Context: an optimization exercise on an open-source flow, tuned for small area. The choices shown serve that exercise and are no tape-out recipe.
Where RTL was checked, it was by simulation tests only, not by an equivalence proof against the original.
No driver is modelled on the clock port, so clock power and skew are understated where the tree is cut down; a real chip needs a root buffer or a tree.
No activity file was given, so power comes from the tool's default toggle rates.

==> flow/design.v <==
module timer (
    input clk, reset,
    output [8:0] nU, nP        
);
reg [11:0] sec;
reg [2:0] r;
reg [1:0] q;                   
wire tick = (sec & 12'hedf) == 12'ha10;
wire fb = ~(sec[11] ^ sec[8] ^ sec[3]);
wire wrap = tick & (&r);
wire lt5 = ~r[2] | ~(r[1] | r[0]);
wire q1 = q[0], q2 = q[1];
wire c8 = q1 & lt5;
wire c13 = q1 & (r == 3'd5);
wire c14 = q1 & (r == 3'd6);
wire c15 = q1 & (r == 3'd7);
wire c16 = q2 & lt5;
wire [8:0] U = {c8 | c13 | c14 | c15, c8 | c13 | c14 | c16, c8 | c13 | c15 | c16, c8,
                c8 | c14 | c15, c15 | c16, c8 | c15, c13 | c15, 1'b0};
wire [8:0] P = {c14 | c15 | c16, c8 | c13 | c16, c8 | c13 | c15 | c16, c13 | c14 | c16,
                c13 | c15 | c16, c8 | c13 | c14 | c15, c14 | c15 | c16, c13 | c15, 1'b0};
assign nU = ~U;
assign nP = ~P;
always @(posedge clk, posedge reset) begin
    if (reset) begin
        sec <= 12'h420;
        r <= 3'd0;
        q <= 2'd0;
    end else begin
        sec <= {sec[10:6], sec[5] & ~tick, sec[4:0], fb};
        if (tick) r <= r + 3'd1;
        if (wrap) q <= {q[0], ~(q[0] | q[1])};
    end
end
endmodule
module fa (input a, b, c, output s, co);
assign s = a ^ b ^ c;
assign co = (a & b) | (c & (a | b));
endmodule
module board (
    input clk, reset, car_entered, is_uni_car_entered, car_exited, is_uni_car_exited,
    output [15:0] uni_parked_car, parked_car,
    output [15:0] uni_vacated_space, vacated_space,
    output uni_is_vacated_space, is_vacated_space
);
wire [8:0] nU, nP;
timer tmr (clk, reset, nU, nP);
reg [8:0] u, p;
assign uni_parked_car = {7'b0, u};
assign parked_car = {7'b0, p};
wire [9:0] SA, SB, SD;
wire [9:0] ca, cb, cd;
assign ca[1] = u[0], SA[0] = ~u[0];
assign cb[1] = p[0], SB[0] = ~p[0];
assign cd[1] = ~(u[0] & p[0]), SD[0] = ~(u[0] ^ p[0]);
genvar i;
generate for (i = 1; i < 9; i = i + 1) begin : ar
    fa fa_a (nU[i], u[i], ca[i], SA[i], ca[i+1]);
    fa fa_b (nP[i], p[i], cb[i], SB[i], cb[i+1]);
    fa fa_d (SA[i], SB[i], cd[i], SD[i], cd[i+1]);
end endgenerate
assign SA[9] = ~ca[9];       
assign SB[9] = ~cb[9];
assign SD[9] = SA[9] ^ SB[9] ^ cd[9];
wire le_u = SA[9], lt_u = le_u & ~&SA[8:0];
wire le_p = SB[9], lt_p = le_p & ~&SB[8:0];
wire sel_a = lt_u & lt_p, sel_du = lt_u & ~lt_p, sel_dp = lt_p & ~lt_u;
wire neg = ~SD[9];
assign uni_vacated_space = {{7{sel_du & neg}}, ~(({9{sel_a}} & SA[8:0]) | ({9{sel_du}} & SD[8:0])) & {9{sel_a | sel_du}}};
assign vacated_space = {{7{sel_dp & neg}}, ~(({9{sel_a}} & SB[8:0]) | ({9{sel_dp}} & SD[8:0])) & {9{sel_a | sel_dp}}};
wire nzD = ~&SD;
assign uni_is_vacated_space = lt_u & (lt_p | nzD);
assign is_vacated_space = lt_p & (lt_u | nzD);
wire nz_u = |u, nz_p = |p;
wire dec_u = car_exited & is_uni_car_exited & nz_u;
wire dec_p = car_exited & ~(is_uni_car_exited & nz_u) & nz_p;
wire room_u = dec_u ? le_u : lt_u;
wire room_p = dec_p ? le_p : lt_p;
wire inc_u = car_entered & is_uni_car_entered & room_u;
wire inc_p = car_entered & ~(is_uni_car_entered & room_u) & room_p;
wire dn_u = dec_u & ~inc_u, dn_p = dec_p & ~inc_p;
wire [9:0] cu, cp;
wire [8:0] un, pn;
assign cu[0] = inc_u & ~dec_u;
assign cp[0] = inc_p & ~dec_p;
generate for (i = 0; i < 9; i = i + 1) begin : ct
    fa fa_u (u[i], dn_u, cu[i], un[i], cu[i+1]);
    fa fa_p (p[i], dn_p, cp[i], pn[i], cp[i+1]);
end endgenerate
always @(posedge clk, posedge reset) begin
    if (reset) begin
        u <= 9'b0;
        p <= 9'b0;
    end else begin
        u <= un;
        p <= pn;
    end
end
endmodule
export LEC_CHECK = 0
export ABC_AREA = 1
export CAP_MARGIN = 20
export CORE_MARGIN = 2
export CORE_UTILIZATION = 40
export SLEW_MARGIN = 20
export SYNTH_HIERARCHICAL = 1
export SYNTH_MINIMUM_KEEP_SIZE = 0
create_clock -name core_clock -period 10.0 [get_ports {clk}]
standard.sh (not shown) runs the stock make flow with config.mk's settings and CLKGATE_MAP_FILE= SYNTH_SCRIPT=/design/flow/synth_recipe.tcl, a recipe that flattens the netlist after the stock synthesis.
==> flow/flow/run.sh <==
#!/bin/bash
# Layout with the standard ORFS flow and these changes:
#  - full adders are extracted only inside module fa; everything else is
#    mapped by ABC with the area script in abc_area.script;
#  - single-drive port buffers;
#  - one clock buffer (flow/clock_buffer.tcl) instead of a clock tree;
#  - one tie cell for all constant outputs; no buffers kept from placement.
set -uo pipefail
here=$(pwd)
S=$here/scripts_mod
rm -rf "$S"; cp -r "$FLOW_HOME/scripts" "$S"
sed -i 's/extract_fa {\*}\[dont_use_extract_fa_args\]/extract_fa {*}[dont_use_extract_fa_args] fa/' "$S/synth.tcl"
cp "$here/flow/abc_area.script" "$S/abc_area.script"
sed -i 's|^log_cmd clock_tree_synthesis .*|source $::env(CLOCK_BUFFER_TCL)|' "$S/cts.tcl"
grep -q CLOCK_BUFFER_TCL "$S/cts.tcl" || echo "cts.tcl patch failed"
export CLOCK_BUFFER_TCL=$here/flow/clock_buffer.tcl
export CLOCK_BUFFER_CELL=sky130_fd_sc_hd__clkbuf_8
export SCRIPTS_DIR=$S
export BUFFER_PORTS_ARGS="-buffer_cell sky130_fd_sc_hd__buf_1"
# export CTS_ARGS="-sink_clustering_enable -repair_clock_nets -dont_use_dummy_load -buf_list sky130_fd_sc_hd__clkbuf_4"
export SKIP_REPAIR_TIE_FANOUT=1
export GPL_KEEP_OVERFLOW=0
bash standard.sh > standard.log 2>&1
==> flow/flow/abc_area.script <==
strash
dc2
&get -n
&dch -f
&nf -R 1000
&put
topo
==> flow/flow/clock_buffer.tcl <==
# Clock distribution for a small design: one clock buffer, placed at the
# centre of the flip-flops, drives every flip-flop clock pin.
set block [ord::get_db_block]
set dbu [$block getDbUnitsPerMicron]
set sx 0.0
set sy 0.0
set n 0
foreach inst [$block getInsts] {
  set m [$inst getMaster]
  foreach mt [$m getMTerms] {
    if {[$mt getSigType] eq "CLOCK" || [$mt getName] eq "CLK"} {
      set loc [$inst getLocation]
      set sx [expr {$sx + [lindex $loc 0]}]
      set sy [expr {$sy + [lindex $loc 1]}]
      incr n
      break
    }
  }
}
set x [expr {$sx / $n / $dbu}]
set y [expr {$sy / $n / $dbu}]
puts "clock buffer for $n flip-flops at $x $y"
insert_buffer -buffer_cell $::env(CLOCK_BUFFER_CELL) -net clk -location [list $x $y] \
  -buffer_name clkbuf_root -net_name clk_root
[[$block findNet clk_root] setSigType CLOCK]
[[$block findNet clk] setSigType CLOCK]
The starting point stopped in clock tree synthesis.
Rerun with:
--- a/flow/flow/run.sh
+++ b/flow/flow/run.sh
@@ -15,5 +15,5 @@
 grep -q CLOCK_BUFFER_TCL "$S/cts.tcl" || echo "cts.tcl patch failed"
 export CLOCK_BUFFER_TCL=$here/flow/clock_buffer.tcl
-export CLOCK_BUFFER_CELL=sky130_fd_sc_hd__clkbuf_8
+export CLOCK_BUFFER_CELL=sky130_fd_sc_hd__clkbuf_16
 export SCRIPTS_DIR=$S
 export BUFFER_PORTS_ARGS="-buffer_cell sky130_fd_sc_hd__buf_1"
--- a/flow/flow/clock_buffer.tcl
+++ b/flow/flow/clock_buffer.tcl
@@ -23,4 +23,10 @@
 insert_buffer -buffer_cell $::env(CLOCK_BUFFER_CELL) -net clk -location [list $x $y] \
   -buffer_name clkbuf_root -net_name clk_root
-[[$block findNet clk_root] setSigType CLOCK]
-[[$block findNet clk] setSigType CLOCK]
+foreach inst [$block getInsts] {
+  if {[string match "clkbuf_root*" [$inst getName]]} {
+    foreach it [$inst getITerms] {
+      set net [$it getNet]
+      if {$net ne "NULL" && [[$it getMTerm] getSigType] eq "SIGNAL"} { $net setSigType CLOCK }
+    }
+  }
+}
With this change the flow passed the timing, design-rule and antenna checks.
Synthesized area is unchanged.
Synthesized cell count stays the same.
Function was not checked in any run of this note: the RTL went through the layout flow alone. The clock cells of the second run of this note come from the design's own scripts or RTL, not from TritonCTS.

* * *

run 1:
board, a different RTL version from the one above (not shown whole).
Size in the first run: about 220 cells after synthesis, roughly 35 flip-flops, roughly 72 I/O pins, about 2500 um2 of cells after synthesis.
Settings: LEC_CHECK=0, ABC_AREA=1, CAP_MARGIN=20, CORE_MARGIN=2, CORE_UTILIZATION=40, SLEW_MARGIN=20, SYNTH_HIERARCHICAL=1, SYNTH_MINIMUM_KEEP_SIZE=0; clock period 10.0 ns.
==> flow/flow/run.sh <==
#!/bin/bash
# Layout with the standard ORFS flow and these changes:
#  - full adders are extracted only inside module fa; everything else is
#    mapped by ABC with the area script in abc_area.script;
#  - single-drive port buffers, a clock tree without dummy loads.
set -uo pipefail
here=$(pwd)
S=$here/scripts_mod
rm -rf "$S"; cp -r "$FLOW_HOME/scripts" "$S"
sed -i 's/extract_fa {\*}\[dont_use_extract_fa_args\]/extract_fa {*}[dont_use_extract_fa_args] fa/' "$S/synth.tcl"
cp "$here/flow/abc_area.script" "$S/abc_area.script"
export SCRIPTS_DIR=$S
export BUFFER_PORTS_ARGS="-buffer_cell sky130_fd_sc_hd__buf_1"
export CTS_ARGS="-dont_use_dummy_load -buf_list sky130_fd_sc_hd__clkbuf_16 -root_buf sky130_fd_sc_hd__clkbuf_16 -sink_clustering_size 50 -sink_clustering_max_diameter 1000"
export GPL_KEEP_OVERFLOW=0
export SKIP_REPAIR_TIE_FANOUT=1
bash standard.sh > standard.log 2>&1
Scripts as last shown in full above: flow/flow/abc_area.script
Run 1: full flow OK, the timing, design-rule and antenna checks passed
Here is what was changed in the inputs of run 2 compared with run 1.
-- flow/flow/run.sh --
<<< run 1, line 13
export BUFFER_PORTS_ARGS="-buffer_cell sky130_fd_sc_hd__buf_1"
export CTS_ARGS="-dont_use_dummy_load -buf_list sky130_fd_sc_hd__clkbuf_16 -root_buf sky130_fd_sc_hd__clkbuf_16 -sink_clustering_size 50 -sink_clustering_max_diameter 1000"
export GPL_KEEP_OVERFLOW=0
export SKIP_REPAIR_TIE_FANOUT=1
>>> run 2, line 13
export BUFFER_PORTS_ARGS="-buffer_cell sky130_fd_sc_hd__buf_1"
export CTS_ARGS="-dont_use_dummy_load -buf_list sky130_fd_sc_hd__clkbuf_8 -root_buf sky130_fd_sc_hd__clkbuf_8 -sink_clustering_enable -sink_clustering_size 50 -sink_clustering_max_diameter 1000 -sink_clustering_levels 1"
export SKIP_REPAIR_TIE_FANOUT=1
### Flow results
Status: clock transition at the register clock pins on the worst setup and hold paths after CTS parity (run 2, run 1). Measured against each other, run 1 and run 2 differ in largest voltage drop on the vdd net, the higher figure coming from run 2. From run 1 to run 2 the numbers moved as follows: slack of the critical path went up 0.047 ns; fmax went up 0.00055 GHz; met2 usage in global routing went up 0.80 points. Against run 1 as the reference, run 2 delivers a higher combinational power.
> inputs changed (run 2 -> run 3)
- a deleted ABC_AREA that had been 1
==> flow/run.sh (new file) <==
#!/bin/bash
# synth_recipe.tcl (not shown) runs the flow's synth.tcl, then flattens the netlist and writes it again
# the make line also repeats each setting of config.mk as NAME=value (left out here)
make -C /OpenROAD-flow-scripts/flow DESIGN_CONFIG=/design/flow/config.mk WORK_HOME=/design/flow/orfs CLKGATE_MAP_FILE= SYNTH_SCRIPT=/design/flow/synth_recipe.tcl finish
removed: flow/flow/run.sh
removed: flow/flow/abc_area.script
removed: flow/standard.sh
Timing, DRC, antenna: 0 failures across run 3 and run 2. Run 2 vs run 3, most common cell after layout, fill and taps aside: buf_1 vs clkdlybuf4s50_1. Per the comparison of run 3 with run 2, cell count now sits higher, clock buffer instance count of the final layout now sits higher, initial cell density of the core now sits lower.
[inputs] run 4 vs run 3
==> flow/flow/run.sh (new file) <==
#!/bin/bash
# Standard ORFS layout with single-drive port buffers and a clock tree
# without dummy loads.
set -uo pipefail
export BUFFER_PORTS_ARGS="-buffer_cell sky130_fd_sc_hd__buf_1"
export CTS_ARGS="-sink_clustering_enable -repair_clock_nets -dont_use_dummy_load -buf_list sky130_fd_sc_hd__clkbuf_4"
bash standard.sh > standard.log 2>&1
==> flow/standard.sh (new file) <==
#!/bin/bash
# synth_recipe.tcl (not shown) runs the flow's synth.tcl, then flattens the netlist and writes it again
# the make line also repeats each setting of config.mk as NAME=value (left out here)
make -C /OpenROAD-flow-scripts/flow DESIGN_CONFIG=/design/flow/config.mk WORK_HOME=/design/flow/orfs CLKGATE_MAP_FILE= SYNTH_SCRIPT=/design/flow/synth_recipe.tcl "${@:-finish}"
removed: flow/run.sh
### Flow results
- Run 4 went all the way through synthesis, placement and routing and the layout is clean on timing, DRC and antenna.
- The met2 global-route usage number comes out higher for run 4 vs run 3.
- Compared with run 3, in run 4 detailed-route wire length lost 360 um, first-pass GRT wire length lower, total power density per cell area higher, clock transition time at the flip-flop clock pins of the worst setup and hold paths +0.04 ns, number of iterations in the first detailed-routing pass picked up an extra 1.
- Run 4 -> run 3: count of hold-fix buffers inserted at cts flat

afterwards: timing with drivers on the ports:
How much do the figures lean on ideal ports? The routed layouts below were timed once more, with nothing changed but the port constraints.
Step 1: set_driving_cell puts a clkbuf_16 on clk and a buf_2 on each other input, an assumption about the parent block.
Step 2, shift: input delay + t, output delay - t, t = (earliest + latest rising clock arrival at the registers) / 2. This alone moves slack from input paths to output paths.
Three values: ideal, step 1, step 2; two values: the first two.
run	shift t [ns]	setup WS [ns]	hold WS [ns]	worst slew at a driven data input, ns	cell pins on the clock port's net
the second run of note 1	0.207	0.882 / 0.882 / 0.882	0.388 / 0.388 / 0.388	0.03	1
run 1	0.300	0.679 / 0.679 / 0.679	0.365 / 0.365 / 0.365	0.03	1
run 2	0.297	0.726 / 0.726 / 0.726	0.377 / 0.377 / 0.377	0.03	1
run 3	0.312	0.597 / 0.597 / 0.597	0.378 / 0.378 / 0.378	0.03	1
run 4	0.348	0.573 / 0.573 / 0.573	0.380 / 0.380 / 0.380	0.03	1
After both steps setup and hold are still met in every run listed.
